Source: an optimization exercise on an open RTL-to-GDS flow (aim: small area). Production flows keep margins and buffers that such runs may drop. Only simulation tests tie the RTL to the original design; equivalence was not proved.

Design buck_converter, start of the top module:
module buck_converter(clk_i, rst_i, e_i, v_1_o, v_2i_o, v_2d_o, a_out );
clock: 11.0 ns
lec_check: 0
abc_area: 1
cap_margin: 20
core_margin: 2
core_utilization: 40
cts_buf_list: sky130_fd_sc_hd__clkbuf_2 sky130_fd_sc_hd__clkbuf_4 sky130_fd_sc_hd__clkbuf_8
place_density: 0.6
slew_margin: 20
run.sh (not shown) runs the stock make flow with config.mk's settings and CLKGATE_MAP_FILE= SYNTH_SCRIPT=/design/flow/synth_recipe.tcl, a recipe that flattens the netlist after the stock synthesis.
==> next run, changes <==
- CTS_BUF_LIST: sky130_fd_sc_hd__clkbuf_2 sky130_fd_sc_hd__clkbuf_4 sky130_fd_sc_hd__clkbuf_8 -> default
The changed run went through all stages and came out clean.
Routed wire length climbs by about 0.66%.
First-iteration DRC count goes up by about 1.7%.
Cell area came out higher by 0.99%.
Non-clock buffer count does not change.
Cell count stays the same.

* * *

== before ==
Another version of the RTL of buck_converter (not shown whole).
Size in the first run: roughly 1300 cells after synthesis, ~99 I/O pins, about 15000 um2 of cells after synthesis.
==> flow/design.v (excerpt) <==
module buck_converter(clk_i, rst_i, e_i, v_1_o, v_2i_o, v_2d_o, a_out );
	input 		clk_i;
	input 		rst_i;      
	input   [31:0]	e_i;        
	output  [31:0]	v_1_o;
	output  [15:0]	v_2i_o;
	output  [15:0]	v_2d_o;
	output    	a_out;
	reg  [31:0] r_e_val;
	reg  [31:0] v_1;
	reg  [31:0] v_2h;
	reg  [47:0] q;
	reg  [30:0] i_c;
	reg         a;
	wire [31:0] m  = a ? r_e_val : ~v_2h;
	wire [30:0] xa = a ? q[47:17] : ~v_2h[30:0];
  wire n0 = xa[0] ^ i_c[0];
  wire n1 = xa[0] & i_c[0];
  wire n2 = xa[1] ^ i_c[1] ^ n1;
  wire n3 = (xa[1] & i_c[1]) | (n1 & (xa[1] ^ i_c[1]));
  wire n4 = xa[2] ^ i_c[2] ^ n3;
  wire n5 = (xa[2] & i_c[2]) | (n3 & (xa[2] ^ i_c[2]));
  wire n6 = xa[3] ^ i_c[3] ^ n5;
  wire n7 = (xa[3] & i_c[3]) | (n5 & (xa[3] ^ i_c[3]));
  wire n8 = xa[4] ^ i_c[4] ^ n7;
  wire n9 = (xa[4] & i_c[4]) | (n7 & (xa[4] ^ i_c[4]));
  wire n10 = xa[5] ^ i_c[5] ^ n9;
  wire n11 = (xa[5] & i_c[5]) | (n9 & (xa[5] ^ i_c[5]));
  wire n12 = xa[6] ^ i_c[6];
  wire n13 = xa[6] & i_c[6];
  wire n14 = xa[7] ^ i_c[7] ^ n13;
  wire n15 = (xa[7] & i_c[7]) | (n13 & (xa[7] ^ i_c[7]));
  wire n16 = xa[8] ^ i_c[8] ^ n15;
  wire n17 = (xa[8] & i_c[8]) | (n15 & (xa[8] ^ i_c[8]));
  wire n18 = xa[9] ^ i_c[9] ^ n17;
  wire n19 = (xa[9] & i_c[9]) | (n17 & (xa[9] ^ i_c[9]));
  ...
==> flow/config.mk <==
export PLATFORM = sky130hd
export DESIGN_NAME = buck_converter
export DESIGN_NICKNAME = buck_converter
export VERILOG_FILES = /design/flow/design.v
export SDC_FILE = /design/flow/constraint.sdc
export NUM_CORES = 4
export LEC_CHECK = 0
export ABC_AREA = 0
export CAP_MARGIN = 20
export CORE_MARGIN = 2
export CORE_UTILIZATION = 40
export CTS_BUF_LIST = sky130_fd_sc_hd__clkbuf_2 sky130_fd_sc_hd__clkbuf_4 sky130_fd_sc_hd__clkbuf_8
export PLACE_DENSITY = 0.6
export SLEW_MARGIN = 20
==> flow/constraint.sdc <==
create_clock -name core_clock -period 11.0 [get_ports {clk_i}]
set_input_delay 2.2000 -clock core_clock [delete_from_list [all_inputs] [get_ports {clk_i}]]
set_output_delay 2.2000 -clock core_clock [all_outputs]
set_load 0.01 [all_outputs]
standard.sh (not shown) runs the stock make flow with config.mk's settings and CLKGATE_MAP_FILE= SYNTH_SCRIPT=/design/flow/synth_recipe.tcl, a recipe that flattens the netlist after the stock synthesis.
==> flow/flow/run.sh <==
#!/bin/bash
# Own layout flow: the standard synthesis, then the same synthesis run
# again on a copy of design.v whose spelled-out full/half adders are turned
# into sky130 fa/ha cells (flow/mknet.py), synthesized without Yosys's
# adder extraction (ADDER_MAP_FILE empty), so the adders stay as written
# instead of being re-extracted with inverters around them; flow/netopt.py
# then flips full adders to drop more inverters.  The adder netlist is used only if its
# registers (names and cell types) are exactly those of the standard
# synthesis; otherwise the standard netlist is laid out.  The rest is
# the standard flow (standard.sh).
set -euo pipefail
W=$(pwd)
R=$W/orfs/results/$FLOW_PLATFORM/buck_converter/base
RF=$W/orfs_fa/results/$FLOW_PLATFORM/buck_converter/base
EXTRA=()
if [[ -f flow/extra.txt ]]; then mapfile -t EXTRA < flow/extra.txt; fi

bash standard.sh synth > std_synth.log 2>&1
cp "$R/1_2_yosys.v" "$W/std_1_2_yosys.v"

use_fa=0
if python3 flow/mknet.py design.v "$W/design_fa.v" > mknet.log 2>&1; then
  sed "s#WORK_HOME=[^ ]*#WORK_HOME=$W/orfs_fa#" standard.sh > standard_fa.sh
  if bash standard_fa.sh VERILOG_FILES="$W/design_fa.v" ADDER_MAP_FILE= synth > fa_synth.log 2>&1; then
    if python3 flow/netopt.py "$RF/1_2_yosys.v" "$W/fa_opt.v" > netopt.log 2>&1 \
       && python3 flow/regcmp.py "$W/std_1_2_yosys.v" "$W/fa_opt.v" > regcmp.log 2>&1; then
      use_fa=1
    fi
  fi
fi
echo "use_fa=$use_fa" | tee use_fa.log
if [[ $use_fa == 1 ]]; then
  cp "$W/fa_opt.v" "$R/1_2_yosys.v"
  rm -f "$R/1_synth.odb" "$R/1_synth.sdc"
fi
bash standard.sh "${EXTRA[@]}" finish > finish.log 2>&1
==> flow/flow/extra.txt <==
BUFFER_PORTS_ARGS=-buffer_cell sky130_fd_sc_hd__buf_1
CTS_ARGS=-sink_clustering_enable -repair_clock_nets -dont_use_dummy_load -sink_clustering_size 30 -root_buf sky130_fd_sc_hd__clkbuf_8 -sink_clustering_buffer sky130_fd_sc_hd__clkbuf_4 -buf_list {sky130_fd_sc_hd__clkbuf_4 sky130_fd_sc_hd__clkbuf_8}
Other scripts of this flow, unchanged in this note and not shown: flow/flow/mknet.py, flow/flow/netopt.py, flow/flow/regcmp.py
## Diff of input files: after against before
==> flow/flow/extra.txt <==
BUFFER_PORTS_ARGS=-buffer_cell sky130_fd_sc_hd__buf_1
CTS_ARGS=-sink_clustering_enable -repair_clock_nets -dont_use_dummy_load -sink_clustering_size 40 -sink_clustering_max_diameter 150 -buf_list {sky130_fd_sc_hd__clkbuf_4 sky130_fd_sc_hd__clkbuf_8 sky130_fd_sc_hd__clkbuf_16}
### Flow results
Taking before as the reference, in after net count reported at finish has remained practically unchanged; final area has increased; final worst slack has decreased.

* * *

== job 5364 ==
Another version of the RTL of buck_converter (not shown whole).
Size in the first run: about 99 I/O pins, about 15,000 um^2 of cells after synthesis.
export LEC_CHECK = 0
export ABC_AREA = 1
export CAP_MARGIN = 20
export CORE_MARGIN = 2
export CORE_UTILIZATION = 40
export CTS_BUF_LIST = sky130_fd_sc_hd__clkbuf_2 sky130_fd_sc_hd__clkbuf_4 sky130_fd_sc_hd__clkbuf_8
export PLACE_DENSITY = 0.6
export SLEW_MARGIN = 20
create_clock -name core_clock -period 11.0 [get_ports {clk_i}]
==> flow/flow/run.sh <==
#!/bin/bash
# Own layout flow: the standard synthesis, then the same synthesis run
# again on a copy of design.v whose spelled-out full/half adders are turned
# into sky130 fa/ha cells (flow/mknet.py), so Yosys cannot re-extract them
# with inverters around them.  The adder netlist is used only if its
# registers (names and cell types) are exactly those of the standard
# synthesis; otherwise the standard netlist is laid out.  The rest is
# the standard flow (standard.sh).
set -euo pipefail
W=$(pwd)
R=$W/orfs/results/$FLOW_PLATFORM/buck_converter/base
RF=$W/orfs_fa/results/$FLOW_PLATFORM/buck_converter/base
EXTRA=()
if [[ -f flow/extra.txt ]]; then mapfile -t EXTRA < flow/extra.txt; fi

bash standard.sh synth > std_synth.log 2>&1
cp "$R/1_2_yosys.v" "$W/std_1_2_yosys.v"

use_fa=0
if python3 flow/mknet.py design.v "$W/design_fa.v" > mknet.log 2>&1; then
  sed "s#WORK_HOME=[^ ]*#WORK_HOME=$W/orfs_fa#" standard.sh > standard_fa.sh
  if bash standard_fa.sh VERILOG_FILES="$W/design_fa.v" synth > fa_synth.log 2>&1; then
    if python3 flow/netopt.py "$RF/1_2_yosys.v" "$W/fa_opt.v" > netopt.log 2>&1 \
       && python3 flow/regcmp.py "$W/std_1_2_yosys.v" "$W/fa_opt.v" > regcmp.log 2>&1; then
      use_fa=1
    fi
  fi
fi
echo "use_fa=$use_fa" | tee use_fa.log
if [[ $use_fa == 1 ]]; then
  cp "$W/fa_opt.v" "$R/1_2_yosys.v"
  rm -f "$R/1_synth.odb" "$R/1_synth.sdc"
fi
bash standard.sh "${EXTRA[@]}" finish > finish.log 2>&1
==> flow/flow/extra.txt <==
BUFFER_PORTS_ARGS=-buffer_cell sky130_fd_sc_hd__buf_1
Other scripts of this flow, unchanged in this note and not shown: flow/flow/mknet.py, flow/flow/netopt.py, flow/flow/regcmp.py
Looking at the reports, job 5364 completed the entire flow and the layout it produced met the timing, DRC and antenna checks.
--- input diff job 5364..job 5743 ---
Settings: a change of ABC_AREA from 1 to 0.
==> flow/flow/run.sh <==
#!/bin/bash
# Own layout flow: the standard synthesis, then the same synthesis run
# again on a copy of design.v whose spelled-out full/half adders are turned
# into sky130 fa/ha cells (flow/mknet.py), synthesized without Yosys's
# adder extraction (ADDER_MAP_FILE empty), so the adders stay as written
# instead of being re-extracted with inverters around them; flow/netopt.py
# then flips full adders to drop more inverters.  The adder netlist is used only if its
# registers (names and cell types) are exactly those of the standard
# synthesis; otherwise the standard netlist is laid out.  The rest is
# the standard flow (standard.sh).
set -euo pipefail
W=$(pwd)
R=$W/orfs/results/$FLOW_PLATFORM/buck_converter/base
RF=$W/orfs_fa/results/$FLOW_PLATFORM/buck_converter/base
EXTRA=()
if [[ -f flow/extra.txt ]]; then mapfile -t EXTRA < flow/extra.txt; fi

bash standard.sh synth > std_synth.log 2>&1
cp "$R/1_2_yosys.v" "$W/std_1_2_yosys.v"

use_fa=0
if python3 flow/mknet.py design.v "$W/design_fa.v" > mknet.log 2>&1; then
  sed "s#WORK_HOME=[^ ]*#WORK_HOME=$W/orfs_fa#" standard.sh > standard_fa.sh
  if bash standard_fa.sh VERILOG_FILES="$W/design_fa.v" ADDER_MAP_FILE= synth > fa_synth.log 2>&1; then
    if python3 flow/netopt.py "$RF/1_2_yosys.v" "$W/fa_opt.v" > netopt.log 2>&1 \
       && python3 flow/regcmp.py "$W/std_1_2_yosys.v" "$W/fa_opt.v" > regcmp.log 2>&1; then
      use_fa=1
    fi
  fi
fi
echo "use_fa=$use_fa" | tee use_fa.log
if [[ $use_fa == 1 ]]; then
  cp "$W/fa_opt.v" "$R/1_2_yosys.v"
  rm -f "$R/1_synth.odb" "$R/1_synth.sdc"
fi
bash standard.sh "${EXTRA[@]}" finish > finish.log 2>&1
==> flow/flow/extra.txt <==
BUFFER_PORTS_ARGS=-buffer_cell sky130_fd_sc_hd__buf_1
CTS_ARGS=-sink_clustering_enable -repair_clock_nets -dont_use_dummy_load -sink_clustering_size 30 -buf_list {sky130_fd_sc_hd__clkbuf_4 sky130_fd_sc_hd__clkbuf_8}
==> results.txt <==
In job 5743, the buffer and inverter count on the worst path came out 6 below the value in job 5364.
Standard cell with the maximum stage delay on the critical path: sky130_fd_sc_hd__fa_1 -> job 5743, sky130_fd_sc_hd__dfxtp_4 -> job 5364
In job 5743, die footprint is lower than in job 5364.
Compared job 5743 against job 5364; global-route usage within noise.
Job 5743 against job 5364: via count saw a decrease; post-synthesis to final-layout area growth up 0.42 points.
[inputs] job 7564 vs job 5743
Settings: swapping 0 for 1 in ABC_AREA.
==> flow/flow/run.sh <==
#!/bin/bash
# Own layout flow: the standard synthesis, then the same synthesis run
# again on a copy of design.v whose spelled-out full/half adders are turned
# into sky130 fa/ha cells (flow/mknet.py), so Yosys cannot re-extract them
# with inverters around them.  The adder netlist is used only if its
# registers (names and cell types) are exactly those of the standard
# synthesis; otherwise the standard netlist is laid out.  The rest is
# the standard flow (standard.sh).
set -euo pipefail
W=$(pwd)
R=$W/orfs/results/$FLOW_PLATFORM/buck_converter/base
RF=$W/orfs_fa/results/$FLOW_PLATFORM/buck_converter/base
EXTRA=()
if [[ -f flow/extra.txt ]]; then mapfile -t EXTRA < flow/extra.txt; fi

bash standard.sh synth > std_synth.log 2>&1
cp "$R/1_2_yosys.v" "$W/std_1_2_yosys.v"

use_fa=0
if python3 flow/mknet.py design.v "$W/design_fa.v" > mknet.log 2>&1; then
  sed "s#WORK_HOME=[^ ]*#WORK_HOME=$W/orfs_fa#" standard.sh > standard_fa.sh
  if bash standard_fa.sh VERILOG_FILES="$W/design_fa.v" synth > fa_synth.log 2>&1; then
    if python3 flow/netopt.py "$RF/1_2_yosys.v" "$W/fa_opt.v" > netopt.log 2>&1 \
       && python3 flow/regcmp.py "$W/std_1_2_yosys.v" "$W/fa_opt.v" > regcmp.log 2>&1; then
      use_fa=1
    fi
  fi
fi
echo "use_fa=$use_fa" | tee use_fa.log
if [[ $use_fa == 1 ]]; then
  cp "$W/fa_opt.v" "$R/1_2_yosys.v"
  rm -f "$R/1_synth.odb" "$R/1_synth.sdc"
fi
bash standard.sh "${EXTRA[@]}" finish > finish.log 2>&1
--- outcome ---
Job 7564 ended up with sky130_fd_sc_hd__dfxtp_4 as its critical path's slowest cell; job 5743 ended up with sky130_fd_sc_hd__fa_1.
In job 7564 the setup slack turned out 130 ps higher than in job 5743.
Changes observed in job 7564 relative to job 5743: total stage count of the critical path increased 27%, total detailed-routing wirelength decreased 0.45%, die area increased 850 um^2.
Going from job 5743 to job 7564, global-route usage fell 0.23 points; number of nets in the layout +9.9%; reg-to-reg setup timing slack saw an increase.
As of job 7564, final area had risen slightly compared to job 5743.

* * *

RTL: one of the versions met above, not the one the previous note started from.
For scale: ~1300 cells after synthesis.
==> flow/config.mk <==
export PLATFORM = sky130hd
export DESIGN_NAME = buck_converter
export DESIGN_NICKNAME = buck_converter
export VERILOG_FILES = /design/flow/design.v
export SDC_FILE = /design/flow/constraint.sdc
export NUM_CORES = 4
export LEC_CHECK = 0
export ABC_AREA = 0
export CAP_MARGIN = 20
export CORE_MARGIN = 2
export CORE_UTILIZATION = 40
export CTS_BUF_LIST = sky130_fd_sc_hd__clkbuf_2 sky130_fd_sc_hd__clkbuf_4 sky130_fd_sc_hd__clkbuf_8
export PLACE_DENSITY = 0.6
export SLEW_MARGIN = 20
==> flow/constraint.sdc <==
create_clock -name core_clock -period 11.0 [get_ports {clk_i}]
set_input_delay 2.2000 -clock core_clock [delete_from_list [all_inputs] [get_ports {clk_i}]]
set_output_delay 2.2000 -clock core_clock [all_outputs]
set_load 0.01 [all_outputs]
==> flow/flow/run.sh <==
#!/bin/bash
# Own layout flow: the standard synthesis, then the same synthesis run
# again on a copy of design.v whose spelled-out full/half adders are turned
# into sky130 fa/ha cells (flow/mknet.py), synthesized without Yosys's
# adder extraction (ADDER_MAP_FILE empty), so the adders stay as written
# instead of being re-extracted with inverters around them; flow/netopt.py
# then flips full adders to drop more inverters.  The adder netlist is used only if its
# registers (names and cell types) are exactly those of the standard
# synthesis; otherwise the standard netlist is laid out.  The rest is
# the standard flow (standard.sh).
set -euo pipefail
W=$(pwd)
R=$W/orfs/results/$FLOW_PLATFORM/buck_converter/base
RF=$W/orfs_fa/results/$FLOW_PLATFORM/buck_converter/base
EXTRA=()
if [[ -f flow/extra.txt ]]; then mapfile -t EXTRA < flow/extra.txt; fi

bash standard.sh synth > std_synth.log 2>&1
cp "$R/1_2_yosys.v" "$W/std_1_2_yosys.v"

use_fa=0
if python3 flow/mknet.py design.v "$W/design_fa.v" > mknet.log 2>&1; then
  sed "s#WORK_HOME=[^ ]*#WORK_HOME=$W/orfs_fa#" standard.sh > standard_fa.sh
  if bash standard_fa.sh VERILOG_FILES="$W/design_fa.v" ADDER_MAP_FILE= synth > fa_synth.log 2>&1; then
    if python3 flow/netopt.py "$RF/1_2_yosys.v" "$W/fa_opt.v" > netopt.log 2>&1 \
       && python3 flow/regcmp.py "$W/std_1_2_yosys.v" "$W/fa_opt.v" > regcmp.log 2>&1; then
      use_fa=1
    fi
  fi
fi
echo "use_fa=$use_fa" | tee use_fa.log
if [[ $use_fa == 1 ]]; then
  cp "$W/fa_opt.v" "$R/1_2_yosys.v"
  rm -f "$R/1_synth.odb" "$R/1_synth.sdc"
fi
bash standard.sh "${EXTRA[@]}" finish > finish.log 2>&1
Other scripts of this flow, unchanged in this note and not shown: flow/flow/extra.txt, flow/flow/mknet.py, flow/flow/netopt.py, flow/flow/regcmp.py
Next try:
- GPL_ROUTABILITY_DRIVEN: not set -> 0
- GPL_TIMING_DRIVEN: not set -> 0
Result: Final cell count climbs slightly; global-route usage climbs by 1.5 points; die area stays the same; non-clock buffer count climbs by 29; via count climbs by a few percent; count of clock-buffer cells in the layout stays the same; cell area climbs by a few percent; register-to-register slack is worse by 120 ps; utilization climbs by 1.2 points; setup slack is worse by 120 ps.

[what the ideal ports hide]
The results above use ideal ports. As a check the final layouts listed here were re-extracted and re-timed, cells and wires unchanged. Step 1 assumes that a clkbuf_16 drives the clock port and a buf_2 every other input. Step 2, shift: input delay + t, output delay - t, t = (earliest + latest rising clock arrival at the registers) / 2. This alone moves slack from input paths to output paths. Slacks: ideal ports / drivers / drivers and shift; pairs: ideal ports / drivers.
run | t (ns) | setup WS [ns] | slew at the worst register clock pin (ns)
the first run of note 1 | 0.568 | 0.706 / 0.706 / 0.706 | 0.11 / 0.11
the second run of note 1 | 0.516 | 0.644 / 0.644 / 0.644 | 0.08 / 0.08
before | 0.510 | 0.465 / 0.465 / 0.465 | 0.11 / 0.11
after | 0.480 | 0.405 / 0.405 / 0.405 | 0.08 / 0.08
job 5364 | 0.560 | 0.696 / 0.696 / 0.696 | 0.11 / 0.11
job 5743 | 0.504 | 0.546 / 0.546 / 0.546 | 0.11 / 0.11
job 7564 | 0.537 | 0.672 / 0.672 / 0.672 | 0.11 / 0.11
the first run of note 4 | 0.510 | 0.465 / 0.465 / 0.465 | 0.11 / 0.11
the second run of note 4 | 0.508 | 0.345 / 0.345 / 0.345 | 0.10 / 0.10
After both steps every run listed still meets setup and hold.
